This is an optimization exercise on Yosys and OpenROAD, whose aim is small area, not a production implementation.
At most, simulation tests tie the RTL to the original design; equivalence was not proved.

==> run a <==
Design fft_top, start of the top module:
module fft_top(
    input          sys_clk,
    input          sys_rst_n,
    input          Rx_0,
    output         Tx_0,
    output         Clk_0,
    output         CS,
    output [31:0]  ad_data0,
    output [31:0]  ad_data1,
    output [31:0]  ad_data2,
    output         en_Ain0,
    output         en_Ain1,
    input  [31:0]  P_target,
    output [31:0]  i_current,
    input  [31:0]  P_measure
);
==> module ads1258, before the edit <==
module ads1258 (
    input             sysclk,
    input             locked,
    input             Rx_0,
    output reg        Tx_0,
    output reg        Clk_0,
    output reg        CS,
    output reg        en_Ain0,
    output reg [1:0]  tag,       
    output reg [23:0] sr         
);
localparam IDLE = 3'd0, WAIT1 = 3'd1, BIT = 3'd2, CLKH = 3'd3, ENDB = 3'd4;
reg  [4:0]  c;          
reg  [2:0]  st;         
reg  [2:0]  bn;         
wire [3:0]  p;
wire [12:0] wc;
wire in_wait   = (c == 5'd0) || (c == 5'd19) || (c == 5'd26);
wire wait_done = in_wait && (p == 4'd0) &&
                 (wc == ((c == 5'd0) ? 13'd3840 : 13'd6161));
clk_div u_sclk (.clk(sysclk), .rst_n(locked), .wclr(!in_wait || wait_done), .p(p), .wc(wc));
wire pp = (p == 4'd9);
wire byte_done = (st == ENDB) && pp;
reg [7:0] code;
always @(*) begin
    case (c)
        5'd1:  code = 8'h60;  5'd2:  code = 8'h12;
        5'd3:  code = 8'h61;  5'd4:  code = 8'h10;
        5'd5:  code = 8'h62;  5'd6:  code = 8'h00;
        5'd7:  code = 8'h63;  5'd8:  code = 8'h00;
        5'd9:  code = 8'h64;  5'd10: code = 8'h07;
        5'd11: code = 8'h65;  5'd12: code = 8'h00;
        5'd13: code = 8'h66;  5'd14: code = 8'h00;
        5'd15: code = 8'h67;  5'd16: code = 8'hff;
        5'd17: code = 8'h68;  5'd18: code = 8'h00;
        5'd19: code = 8'h80;  5'd20: code = 8'h30;
        5'd21: code = 8'hff;  5'd22: code = 8'hff;
        5'd23: code = 8'hff;  5'd24: code = 8'hff;
        5'd26: code = 8'h80;
        default: code = 8'h00;
    endcase
end
always @(posedge sysclk) begin
    if (!locked) begin
        st <= IDLE; bn <= 3'd0;
        CS <= 1'b1; Clk_0 <= 1'b0; Tx_0 <= 1'b0;
    end else begin
        if (pp) Clk_0 <= (st == CLKH);
        case (st)
            IDLE: begin
                Tx_0 <= 1'b0;
                if (wait_done) st <= WAIT1;
            end
            WAIT1: begin
                Tx_0 <= 1'b0;
                if (pp) st <= BIT;
            end
            BIT: if (pp) begin
                Tx_0 <= code[~bn];
                bn <= bn + 3'd1;
                st <= CLKH;
                CS <= 1'b0;
            end
            CLKH: if (pp) st <= (bn == 3'd0) ? ENDB : BIT;
            default: if (pp) st <= (c == 5'd19 || c == 5'd26) ? IDLE : WAIT1;
        endcase
    end
end
always @(posedge sysclk) begin
    if (st == CLKH && pp) sr <= {sr[22:0], Rx_0};
    if (c == 5'd21 && byte_done)
        tag <= (sr[7:2] == 6'b100010) ? sr[1:0] : 2'd3;
end
always @(posedge sysclk) begin
    if (!locked) begin
        c <= 5'd0;
        en_Ain0 <= 1'b0;
    end else begin
        en_Ain0 <= (c == 5'd25) && (p == 4'd12);
        case (c)
            5'd0:          if (wait_done) c <= 5'd1;
            5'd19, 5'd26:  if (wait_done) c <= 5'd20;
            5'd25:         if (p == 4'd12) c <= 5'd26;
            default:       if (byte_done) c <= c + 5'd1;
        endcase
    end
end
endmodule
==> module fft_top, before the edit <==
module fft_top(
    input          sys_clk,
    input          sys_rst_n,
    input          Rx_0,
    output         Tx_0,
    output         Clk_0,
    output         CS,
    output [31:0]  ad_data0,
    output [31:0]  ad_data1,
    output [31:0]  ad_data2,
    output         en_Ain0,
    output         en_Ain1,
    input  [31:0]  P_target,
    output [31:0]  i_current,
    input  [31:0]  P_measure
);
wire [1:0]  tag;
wire [23:0] sr;
ads1258 u_ads1258 (
    .sysclk(sys_clk), .locked(sys_rst_n), .Rx_0(Rx_0),
    .Tx_0(Tx_0), .Clk_0(Clk_0), .CS(CS),
    .en_Ain0(en_Ain0), .tag(tag), .sr(sr)
);
assign en_Ain1 = en_Ain0;
reg [23:0] d0, d1, d2;
always @(posedge sys_clk) begin
    if (!sys_rst_n) begin
        d0 <= 24'd7; d1 <= 24'd7; d2 <= 24'd0;
    end else if (en_Ain0) begin
        if (tag == 2'd0) d0 <= sr;
        if (tag == 2'd1) d1 <= sr;
        if (tag == 2'd2) d2 <= sr;
    end
end
assign ad_data0 = {8'd0, d0};
assign ad_data1 = {8'd0, d1};
assign ad_data2 = {8'd0, d2};
PID_UV_LED PID_UV_LED (
    .clk(sys_clk), .rst_n(sys_rst_n),
    .P_measure(P_measure), .P_target(P_target), .i_current(i_current)
);
endmodule
export LEC_CHECK = 0
export CAP_MARGIN = 20
export CORE_MARGIN = 2
export CORE_UTILIZATION = 40
export CTS_BUF_LIST = sky130_fd_sc_hd__clkbuf_8
export CTS_CLUSTER_DIAMETER = 60
export CTS_CLUSTER_SIZE = 12
export SLEW_MARGIN = 20
create_clock -name core_clock -period 10.0 [get_ports {sys_clk}]
standard.sh (not shown) runs the stock make flow with config.mk's settings and CLKGATE_MAP_FILE= SYNTH_SCRIPT=/design/flow/synth_recipe.tcl, a recipe that flattens the netlist after the stock synthesis.
==> flow/flow/run.sh <==
#!/bin/bash
# Own layout flow: the standard flow, with two changes.
#  1. Port buffers are the smallest buffer cell (buffer_ports -buffer_cell).
#  2. After the standard synthesis, flow/faflip.py re-chooses the polarity
#     of the full-adder cells to drop inverters (registers untouched).
# Each tool's output goes to a log file of its own in this folder.
set -euo pipefail
export BUFFER_PORTS_ARGS="-buffer_cell sky130_fd_sc_hd__buf_1"
R=orfs/results/${FLOW_PLATFORM}/fft_top/base
bash standard.sh synth > synth.log 2>&1
cp $R/1_2_yosys.v 1_2_yosys.standard.v
python3 flow/faflip.py 1_2_yosys.standard.v $R/1_2_yosys.v > faflip.log 2>&1
bash standard.sh > layout.log 2>&1
==> flow/flow/faflip.py <==
#!/usr/bin/env python3
"""Re-choose the polarity of full-adder cells in a mapped netlist.

A full adder is self-dual: complementing its three inputs complements both
outputs. Yosys picks the polarity of each extracted adder on its own, which
leaves inverters on many adder inputs and outputs. This script chooses, for
every sky130 fa cell, whether to use it as is or complemented so that fewer
signals need an inverter, then rebuilds the inverters the netlist needs.
Registers and all other cells are left as they are.

usage: faflip.py IN.v OUT.v
"""
import re, sys, random, collections

src = open(sys.argv[1]).read()
m = re.search(r'module\s+(\w+)\s*\((.*?)\);', src, re.S)
top = m.group(1)
body = src[m.end():src.rindex('endmodule')]

decls = []      # port / wire declaration lines, kept verbatim
cells = []      # [type, name, {pin: net}]
pos = 0
cell_re = re.compile(r'\s*(\S+)\s+(\\\S+\s|\S+)\s*\((.*?)\);', re.S)
for stmt in re.finditer(r'(input|output|inout|wire)\b[^;]*;|(\S+)\s+(\\\S+\s|\S+)\s*\(((?:[^;])*?)\);', body, re.S):
    if stmt.group(1):
        decls.append(stmt.group(0).strip())
    else:
        typ, name, conns = stmt.group(2), stmt.group(3), stmt.group(4)
        pins = {}
        for pm in re.finditer(r'\.(\w+)\s*\(\s*((?:\\\S+\s)|[^()\s]+(?:\s*\[[^\]]*\])?)\s*\)', conns):
            pins[pm.group(1)] = pm.group(2).strip() if not pm.group(2).startswith('\\') else pm.group(2).rstrip() + ' '
        cells.append([typ, name, pins])

OUTP = {'X', 'Y', 'Q', 'Q_N', 'SUM', 'COUT', 'HI', 'LO'}
def is_inv(t):
    return re.match(r'sky130_fd_sc_hd__(clk)?inv_\d+$', t) is not None
def is_fa(t):
    return re.match(r'sky130_fd_sc_hd__fa_\d+$', t) is not None

inputs, outputs = set(), set()
for d in decls:
    mm = re.match(r'(input|output)\s*(\[(\d+):(\d+)\])?\s*(.*?);', d, re.S)
    if not mm:
        continue
    names = [x.strip() for x in mm.group(5).split(',')]
    for nm in names:
        if mm.group(2):
            hi, lo = int(mm.group(3)), int(mm.group(4))
            bits = [f'{nm}[{i}]' for i in range(min(hi, lo), max(hi, lo) + 1)]
        else:
            bits = [nm]
        (inputs if mm.group(1) == 'input' else outputs).update(bits)

def key(n):
    return n.strip()

driver = {}
loads = collections.defaultdict(list)
for ci, (t, nm, pins) in enumerate(cells):
    for p, n in pins.items():
        if p in OUTP:
            driver[key(n)] = (ci, p)
        else:
            loads[key(n)].append((ci, p))
for o in outputs:
    loads[o].append((None, 'PORT'))

netname = {}
for t, nm, pins in cells:
    for p, n in pins.items():
        netname[key(n)] = n

# root of each net through inverter chains
rootmemo = {}
def root(n):
    if n in rootmemo:
        return rootmemo[n]
    d = driver.get(n)
    if d is not None and is_inv(cells[d[0]][0]):
        a = key(cells[d[0]][2]['A'])
        r, p = root(a)
        res = (r, p ^ 1)
    else:
        res = (n, 0)
    rootmemo[n] = res
    return res

allnets = set(driver) | set(loads)
# consumers per root: list of (cell index or None, pin, polarity)
cons = collections.defaultdict(list)
for n in allnets:
    r, p = root(n)
    for ci, pin in loads.get(n, []):
        if ci is not None and is_inv(cells[ci][0]):
            continue
        cons[r].append((ci, pin, p))
fa_ids = [i for i, c in enumerate(cells) if is_fa(c[0])]
x = {i: 0 for i in fa_ids}
fixed = set()
# never flip an adder whose output net is a port or has no usable name
for i in fa_ids:
    for p in ('SUM', 'COUT'):
        n = cells[i][2].get(p)
        if n is not None and key(n) in outputs:
            fixed.add(i)

def drv_flip(r):
    d = driver.get(r)
    if d is not None and d[0] in x:
        return x[d[0]]
    return 0

def cost(r):
    f = drv_flip(r)
    for ci, pin, p in cons[r]:
        if (p ^ (x[ci] if ci in x else 0) ^ f):
            return 1
    return 0

roots_of = collections.defaultdict(set)
for r in cons:
    d = driver.get(r)
    if d is not None and d[0] in x:
        roots_of[d[0]].add(r)
    for ci, pin, p in cons[r]:
        if ci in x:
            roots_of[ci].add(r)
roots = list(cons)
before = sum(cost(r) for r in roots)

def delta(group):
    rs = set()
    for i in group:
        rs |= roots_of[i]
    b = sum(cost(r) for r in rs)
    for i in group:
        x[i] ^= 1
    a = sum(cost(r) for r in rs)
    for i in group:
        x[i] ^= 1
    return a - b

# carry-chain neighbours
nbr = collections.defaultdict(set)
for i in fa_ids:
    for r in roots_of[i]:
        for j in [driver.get(r, (None,))[0]] + [ci for ci, _, _ in cons[r]]:
            if j in x and j != i:
                nbr[i].add(j)

rng = random.Random(1)
free = [i for i in fa_ids if i not in fixed]
best = dict(x); bestc = before; cur = before
T = 1.0
for it in range(200000):
    i = rng.choice(free)
    if rng.random() < 0.3 and nbr[i]:
        j = rng.choice(sorted(nbr[i]))
        g = [i] if j in fixed else [i, j]
    else:
        g = [i]
    dl = delta(g)
    if dl <= 0 or rng.random() < pow(2.718, -dl / T):
        for k in g:
            x[k] ^= 1
        cur += dl
        if cur < bestc:
            bestc = cur; best = dict(x)
    T = max(0.02, 1.0 * (1 - it / 150000))
x = best
after = sum(cost(r) for r in roots)

# rebuild
FLIP = {'A': 'A', 'B': 'B', 'CIN': 'CIN'}
newcells = []
newwires = []
cnt = [0]
def fresh(base):
    cnt[0] += 1
    nm = 'faflip_n%d' % cnt[0]
    newwires.append(nm)
    return nm
invnet = {}   # root -> net carrying the complement of the physical root
for r in roots:
    f = drv_flip(r)
    need = [(ci, pin) for ci, pin, p in cons[r] if p ^ (x[ci] if ci in x else 0) ^ f]
    if not need:
        continue
    ports = [1 for ci, pin in need if ci is None]
    assert not ports, ('output port needs an inverted value', r)
    invnet[r] = fresh(r)
# connect consumers
for r in roots:
    f = drv_flip(r)
    for ci, pin, p in cons[r]:
        if ci is None:
            continue
        want = p ^ (x[ci] if ci in x else 0) ^ f
        cells[ci][2][pin] = invnet[r] if want else netname.get(r, r)
for r, nn in invnet.items():
    newcells.append(['sky130_fd_sc_hd__inv_1', 'faflip_i%s' % nn.split('n')[-1], {'A': netname.get(r, r), 'Y': nn}])
# an output port that was fed through inverters must now be driven directly
for o in outputs:
    r, p = root(o)
    assert p == 0 and drv_flip(r) == 0, ('port polarity', o)

out = ['/* faflip: %d -> %d inverted signals */' % (before, after),
       'module %s(%s);' % (top, m.group(2).strip())]
for d in decls:
    out.append('  ' + d)
for w in newwires:
    out.append('  wire %s;' % w)
for t, nm, pins in cells:
    if is_inv(t):
        continue
    out.append('  %s %s (%s);' % (t, nm, ', '.join('.%s(%s)' % (p, n) for p, n in pins.items())))
for t, nm, pins in newcells:
    out.append('  %s %s (%s);' % (t, nm, ', '.join('.%s(%s)' % (p, n) for p, n in pins.items())))
out.append('endmodule')
open(sys.argv[2], 'w').write('\n'.join(out) + '\n')
ninv = sum(1 for c in cells if is_inv(c[0]))
print('adders %d, flipped %d; inverted signals %d -> %d; inverter cells %d -> %d'
      % (len(fa_ids), sum(x.values()), before, after, ninv, len(newcells)))
==> run b: changes against run a <==
--- a/flow/design.v
+++ b/flow/design.v
@@ -23,7 +23,7 @@
     output reg        Tx_0,
-    output reg        Clk_0,
-    output reg        CS,
-    output reg        en_Ain0,
+    output            Clk_0,
+    output            CS,
+    output            en_Ain0,
     output reg [1:0]  tag,       
-    output reg [23:0] sr         
+    output reg [23:0] nsr        
 );
@@ -35,3 +35,3 @@
 wire [12:0] wc;
-wire in_wait   = (c == 5'd0) || (c == 5'd19) || (c == 5'd26);
+wire in_wait   = (c == 5'd0) || (c == 5'd19);
 wire wait_done = in_wait && (p == 4'd0) &&
@@ -41,2 +41,5 @@
 wire byte_done = (st == ENDB) && pp;
+assign en_Ain0 = (c == 5'd25) && (p == 4'd13);
+assign Clk_0 = (st == ENDB) || (st == BIT && bn != 3'd0);
+assign CS = (c == 5'd0) || (c == 5'd1 && bn == 3'd0 && (st == WAIT1 || st == BIT));
 reg [7:0] code;
@@ -56,3 +59,3 @@
         5'd23: code = 8'hff;  5'd24: code = 8'hff;
-        5'd26: code = 8'h80;
+        5'd25: code = 8'h80;
         default: code = 8'h00;
@@ -63,5 +66,4 @@
         st <= IDLE; bn <= 3'd0;
-        CS <= 1'b1; Clk_0 <= 1'b0; Tx_0 <= 1'b0;
-    end else begin
-        if (pp) Clk_0 <= (st == CLKH);
+        Tx_0 <= 1'b0;
+    end else begin
         case (st)
@@ -79,6 +81,5 @@
                 st <= CLKH;
-                CS <= 1'b0;
             end
             CLKH: if (pp) st <= (bn == 3'd0) ? ENDB : BIT;
-            default: if (pp) st <= (c == 5'd19 || c == 5'd26) ? IDLE : WAIT1;
+            default: if (pp) st <= (c == 5'd19) ? IDLE : WAIT1;
         endcase
@@ -87,5 +88,5 @@
 always @(posedge sysclk) begin
-    if (st == CLKH && pp) sr <= {sr[22:0], Rx_0};
+    if (st == CLKH && pp) nsr <= {nsr[22:0], ~Rx_0};
     if (c == 5'd21 && byte_done)
-        tag <= (sr[7:2] == 6'b100010) ? sr[1:0] : 2'd3;
+        tag <= (nsr[7:2] == 6'b011101) ? ~nsr[1:0] : 2'd3;
 end
@@ -94,9 +95,7 @@
         c <= 5'd0;
-        en_Ain0 <= 1'b0;
-    end else begin
-        en_Ain0 <= (c == 5'd25) && (p == 4'd12);
+    end else begin
         case (c)
             5'd0:          if (wait_done) c <= 5'd1;
-            5'd19, 5'd26:  if (wait_done) c <= 5'd20;
-            5'd25:         if (p == 4'd12) c <= 5'd26;
+            5'd19:         if (wait_done) c <= 5'd20;
+            5'd25:         if (p == 4'd13) c <= 5'd19;
             default:       if (byte_done) c <= c + 5'd1;
@@ -269,3 +268,3 @@
 wire [1:0]  tag;
-wire [23:0] sr;
+wire [23:0] nsr;
 ads1258 u_ads1258 (
@@ -273,14 +272,16 @@
     .Tx_0(Tx_0), .Clk_0(Clk_0), .CS(CS),
-    .en_Ain0(en_Ain0), .tag(tag), .sr(sr)
+    .en_Ain0(en_Ain0), .tag(tag), .nsr(nsr)
 );
 assign en_Ain1 = en_Ain0;
-reg [23:0] d0, d1, d2;
+reg  [23:0] d0, d1, d2;
+wire [23:0] rkeep = {24{sys_rst_n}};
+wire [23:0] dat01 = (~nsr & rkeep) | {21'd0, ~rkeep[2:0]};
+wire [23:0] dat2  = ~nsr & rkeep;
+wire ld0 = (en_Ain0 && tag == 2'd0) || !sys_rst_n;
+wire ld1 = (en_Ain0 && tag == 2'd1) || !sys_rst_n;
+wire ld2 = (en_Ain0 && tag == 2'd2) || !sys_rst_n;
 always @(posedge sys_clk) begin
-    if (!sys_rst_n) begin
-        d0 <= 24'd7; d1 <= 24'd7; d2 <= 24'd0;
-    end else if (en_Ain0) begin
-        if (tag == 2'd0) d0 <= sr;
-        if (tag == 2'd1) d1 <= sr;
-        if (tag == 2'd2) d2 <= sr;
-    end
+    if (ld0) d0 <= dat01;
+    if (ld1) d1 <= dat01;
+    if (ld2) d2 <= dat2;
 end
--- a/flow/flow/run.sh
+++ b/flow/flow/run.sh
@@ -1,5 +1,7 @@
 #!/bin/bash
-# Own layout flow: the standard flow, with two changes.
+# Own layout flow: the standard flow, with these changes.
 #  1. Port buffers are the smallest buffer cell (buffer_ports -buffer_cell).
-#  2. After the standard synthesis, flow/faflip.py re-chooses the polarity
+#  2. The synthesis's single tie-low cell is kept for all constant outputs
+#     (no per-load tie cells).
+#  3. After the standard synthesis, flow/faflip.py re-chooses the polarity
 #     of the full-adder cells to drop inverters (registers untouched).
@@ -8,2 +10,3 @@
 export BUFFER_PORTS_ARGS="-buffer_cell sky130_fd_sc_hd__buf_1"
+export SKIP_REPAIR_TIE_FANOUT=1
 R=orfs/results/${FLOW_PLATFORM}/fft_top/base
--- a/flow/flow/faflip.py
+++ b/flow/flow/faflip.py
@@ -183,10 +183,25 @@
 invnet = {}   # root -> net carrying the complement of the physical root
+portcells = []
 for r in roots:
     f = drv_flip(r)
-    need = [(ci, pin) for ci, pin, p in cons[r] if p ^ (x[ci] if ci in x else 0) ^ f]
-    if not need:
+    need = [(ci, pin) for ci, pin, p in cons[r] if ci is not None and p ^ (x[ci] if ci in x else 0) ^ f]
+    if need:
+        invnet[r] = fresh(r)
+    # output ports read the value of the root directly or through inverters;
+    # drive each from the physical root net with an inverter or a buffer
+    for ci, pin, p in cons[r]:
+        if ci is not None:
+            continue
+        pass
+for o in sorted(outputs):
+    r, p = root(o)
+    want = p ^ drv_flip(r)
+    if o == r:
+        assert want == 0, ('port polarity', o)
         continue
-    ports = [1 for ci, pin in need if ci is None]
-    assert not ports, ('output port needs an inverted value', r)
-    invnet[r] = fresh(r)
+    src = netname.get(r, r)
+    if want:
+        portcells.append(['sky130_fd_sc_hd__inv_1', 'faflip_po%d' % len(portcells), {'A': src, 'Y': o}])
+    else:
+        portcells.append(['sky130_fd_sc_hd__buf_1', 'faflip_po%d' % len(portcells), {'A': src, 'X': o}])
 # connect consumers
@@ -201,6 +216,3 @@
     newcells.append(['sky130_fd_sc_hd__inv_1', 'faflip_i%s' % nn.split('n')[-1], {'A': netname.get(r, r), 'Y': nn}])
-# an output port that was fed through inverters must now be driven directly
-for o in outputs:
-    r, p = root(o)
-    assert p == 0 and drv_flip(r) == 0, ('port polarity', o)
+newcells += portcells
 
- CORE_UTILIZATION: 40 -> 80
- CTS_CLUSTER_SIZE: 12 -> 16
==> run c: changes against run a <==
--- a/flow/design.v
+++ b/flow/design.v
@@ -23,5 +23,5 @@
     output reg        Tx_0,
-    output reg        Clk_0,
-    output reg        CS,
-    output reg        en_Ain0,
+    output            Clk_0,
+    output            CS,
+    output            en_Ain0,
     output reg [1:0]  tag,       
@@ -41,2 +41,5 @@
 wire byte_done = (st == ENDB) && pp;
+assign en_Ain0 = (c == 5'd25) && (p == 4'd13);
+assign Clk_0 = (st == ENDB) || (st == BIT && bn != 3'd0);
+assign CS = (c == 5'd0) || (c == 5'd1 && bn == 3'd0 && (st == WAIT1 || st == BIT));
 reg [7:0] code;
@@ -63,5 +66,4 @@
         st <= IDLE; bn <= 3'd0;
-        CS <= 1'b1; Clk_0 <= 1'b0; Tx_0 <= 1'b0;
-    end else begin
-        if (pp) Clk_0 <= (st == CLKH);
+        Tx_0 <= 1'b0;
+    end else begin
         case (st)
@@ -79,3 +81,2 @@
                 st <= CLKH;
-                CS <= 1'b0;
             end
@@ -94,5 +95,3 @@
         c <= 5'd0;
-        en_Ain0 <= 1'b0;
-    end else begin
-        en_Ain0 <= (c == 5'd25) && (p == 4'd12);
+    end else begin
         case (c)
@@ -100,3 +99,3 @@
             5'd19, 5'd26:  if (wait_done) c <= 5'd20;
-            5'd25:         if (p == 4'd12) c <= 5'd26;
+            5'd25:         if (p == 4'd13) c <= 5'd26;
             default:       if (byte_done) c <= c + 5'd1;
--- a/flow/flow/faflip.py
+++ b/flow/flow/faflip.py
@@ -183,10 +183,25 @@
 invnet = {}   # root -> net carrying the complement of the physical root
+portcells = []
 for r in roots:
     f = drv_flip(r)
-    need = [(ci, pin) for ci, pin, p in cons[r] if p ^ (x[ci] if ci in x else 0) ^ f]
-    if not need:
+    need = [(ci, pin) for ci, pin, p in cons[r] if ci is not None and p ^ (x[ci] if ci in x else 0) ^ f]
+    if need:
+        invnet[r] = fresh(r)
+    # output ports read the value of the root directly or through inverters;
+    # drive each from the physical root net with an inverter or a buffer
+    for ci, pin, p in cons[r]:
+        if ci is not None:
+            continue
+        pass
+for o in sorted(outputs):
+    r, p = root(o)
+    want = p ^ drv_flip(r)
+    if o == r:
+        assert want == 0, ('port polarity', o)
         continue
-    ports = [1 for ci, pin in need if ci is None]
-    assert not ports, ('output port needs an inverted value', r)
-    invnet[r] = fresh(r)
+    src = netname.get(r, r)
+    if want:
+        portcells.append(['sky130_fd_sc_hd__inv_1', 'faflip_po%d' % len(portcells), {'A': src, 'Y': o}])
+    else:
+        portcells.append(['sky130_fd_sc_hd__buf_1', 'faflip_po%d' % len(portcells), {'A': src, 'X': o}])
 # connect consumers
@@ -201,6 +216,3 @@
     newcells.append(['sky130_fd_sc_hd__inv_1', 'faflip_i%s' % nn.split('n')[-1], {'A': netname.get(r, r), 'Y': nn}])
-# an output port that was fed through inverters must now be driven directly
-for o in outputs:
-    r, p = root(o)
-    assert p == 0 and drv_flip(r) == 0, ('port polarity', o)
+newcells += portcells
 
- ABC_AREA: default -> 1
- CORE_UTILIZATION: 40 -> 75
- CTS_CLUSTER_SIZE: 12 -> 16
==> run d: changes against run a <==
--- a/flow/design.v
+++ b/flow/design.v
@@ -23,5 +23,5 @@
     output reg        Tx_0,
-    output reg        Clk_0,
-    output reg        CS,
-    output reg        en_Ain0,
+    output            Clk_0,
+    output            CS,
+    output            en_Ain0,
     output reg [1:0]  tag,       
@@ -41,2 +41,5 @@
 wire byte_done = (st == ENDB) && pp;
+assign en_Ain0 = (c == 5'd25) && (p == 4'd13);
+assign Clk_0 = (st == ENDB) || (st == BIT && bn != 3'd0);
+assign CS = (c == 5'd0) || (c == 5'd1 && bn == 3'd0 && (st == WAIT1 || st == BIT));
 reg [7:0] code;
@@ -63,5 +66,4 @@
         st <= IDLE; bn <= 3'd0;
-        CS <= 1'b1; Clk_0 <= 1'b0; Tx_0 <= 1'b0;
-    end else begin
-        if (pp) Clk_0 <= (st == CLKH);
+        Tx_0 <= 1'b0;
+    end else begin
         case (st)
@@ -79,3 +81,2 @@
                 st <= CLKH;
-                CS <= 1'b0;
             end
@@ -94,5 +95,3 @@
         c <= 5'd0;
-        en_Ain0 <= 1'b0;
-    end else begin
-        en_Ain0 <= (c == 5'd25) && (p == 4'd12);
+    end else begin
         case (c)
@@ -100,3 +99,3 @@
             5'd19, 5'd26:  if (wait_done) c <= 5'd20;
-            5'd25:         if (p == 4'd12) c <= 5'd26;
+            5'd25:         if (p == 4'd13) c <= 5'd26;
             default:       if (byte_done) c <= c + 5'd1;
--- a/flow/flow/faflip.py
+++ b/flow/flow/faflip.py
@@ -183,10 +183,25 @@
 invnet = {}   # root -> net carrying the complement of the physical root
+portcells = []
 for r in roots:
     f = drv_flip(r)
-    need = [(ci, pin) for ci, pin, p in cons[r] if p ^ (x[ci] if ci in x else 0) ^ f]
-    if not need:
+    need = [(ci, pin) for ci, pin, p in cons[r] if ci is not None and p ^ (x[ci] if ci in x else 0) ^ f]
+    if need:
+        invnet[r] = fresh(r)
+    # output ports read the value of the root directly or through inverters;
+    # drive each from the physical root net with an inverter or a buffer
+    for ci, pin, p in cons[r]:
+        if ci is not None:
+            continue
+        pass
+for o in sorted(outputs):
+    r, p = root(o)
+    want = p ^ drv_flip(r)
+    if o == r:
+        assert want == 0, ('port polarity', o)
         continue
-    ports = [1 for ci, pin in need if ci is None]
-    assert not ports, ('output port needs an inverted value', r)
-    invnet[r] = fresh(r)
+    src = netname.get(r, r)
+    if want:
+        portcells.append(['sky130_fd_sc_hd__inv_1', 'faflip_po%d' % len(portcells), {'A': src, 'Y': o}])
+    else:
+        portcells.append(['sky130_fd_sc_hd__buf_1', 'faflip_po%d' % len(portcells), {'A': src, 'X': o}])
 # connect consumers
@@ -201,6 +216,3 @@
     newcells.append(['sky130_fd_sc_hd__inv_1', 'faflip_i%s' % nn.split('n')[-1], {'A': netname.get(r, r), 'Y': nn}])
-# an output port that was fed through inverters must now be driven directly
-for o in outputs:
-    r, p = root(o)
-    assert p == 0 and drv_flip(r) == 0, ('port polarity', o)
+newcells += portcells
 
- CORE_UTILIZATION: 40 -> 90
- CTS_CLUSTER_SIZE: 12 -> 16
==> notes <==
Run c finished clean. Run a went through all stages and came out clean. Run b completed with no timing, DRC or antenna violations. Run d died in 4_1_cts on DPL-0033. The lowest core utilization belongs to run a, the highest to run b. The highest first-iteration DRC count belongs to run c, the lowest to run a. The highest critical path depth belongs to run c, the lowest to run a. Clock-buffer cell count: run a > run c > run b. Against run b, the worst hold slack of run c is better by 0.011 ns. Fmax: run c < run b < run a. Synthesized area, lowest first: run b, run a, run d, run c. The lowest clock skew belongs to run b, the highest to run a.
==> figures <==
metric	run d	run b	run a	run c
Fin Setup TNS	-	0 ns	0 ns	0 ns
Final cell area excluding filler cells	-	15,800 um^2	16,700 um^2	16,300 um^2
Hold path endpoint	-	PID_UV_LED.ndq[0]$_SDFF_PN1_	PID_UV_LED.ndq[1]$_SDFF_PN1_	PID_UV_LED.ndq[1]$_SDFF_PN1_
Fraction of layout cells with a size suffix above 1	-	0.0439	0.0489	0.0582
Reg clk slew, reported paths	-	0.11 ns	0.07 ns	0.10 ns
Non-clock buffer share of cell area	-	0.0423	0.0408	0.0412
Tap cells	-	229	511	270
RSZ-0062 raised after global routing	-	no	no	no
Fill cell count	-	826	3,581	1,229
Worst min path class	-	reg -> reg	reg -> reg	reg -> reg
Nets	-	1,621	1,849	1,918
Capture point of the critical path	-	PID_UV_LED.cs[9]$_SDFF_PN0_	PID_UV_LED.cs[9]$_SDFF_PN0_	PID_UV_LED.cs[9]$_SDFF_PN0_
Hold Violations, Final	-	0	0	0
Non-clk invs	-	157	165	248
Kind of launch point of the worst setup path	-	flip-flop	flip-flop	flip-flop
Largest cell class by area	-	multi-input gates	multi-input gates	multi-input gates
Via count	-	8,558	9,190	9,840
Outcome	did not finish	finished clean	finished clean	finished clean
Last stage reached	4_1_cts	-	-	-
Function not checked in run b, run c and run d: the RTL went through the layout flow alone.

==> afterwards: timing with drivers on the ports <==
In the flow no input, the clock included, has a driving cell. The finished layouts below were timed again as built, in two steps.
Step 1, drivers: a clkbuf_16 drives sys_clk and a buf_2 each remaining input, both assumed.
Step 2 moves the port delays by t, midway between the first and last clock arrival at a register: inputs arrive t later, outputs are due t later. That takes back most of the time a late clock gives input paths.
Slacks: ideal / step 1 / step 2; pairs: ideal / step 1.
run | t, ns | slack for setup (ns) | worst setup path after step 2 | latest minus earliest clock arrival (ns) | pins driven straight from the clock port
run a | 0.653 | 0.404 / 0.404 / 0.404 | register to register | 0.025 / 0.025 | 1
run b | 0.593 | 0.389 / 0.389 / 0.389 | register to register | 0.021 / 0.021 | 1
run c | 0.599 | 0.329 / 0.329 / 0.329 | register to register | 0.028 / 0.027 | 1
After both steps every run listed still meets setup and hold.
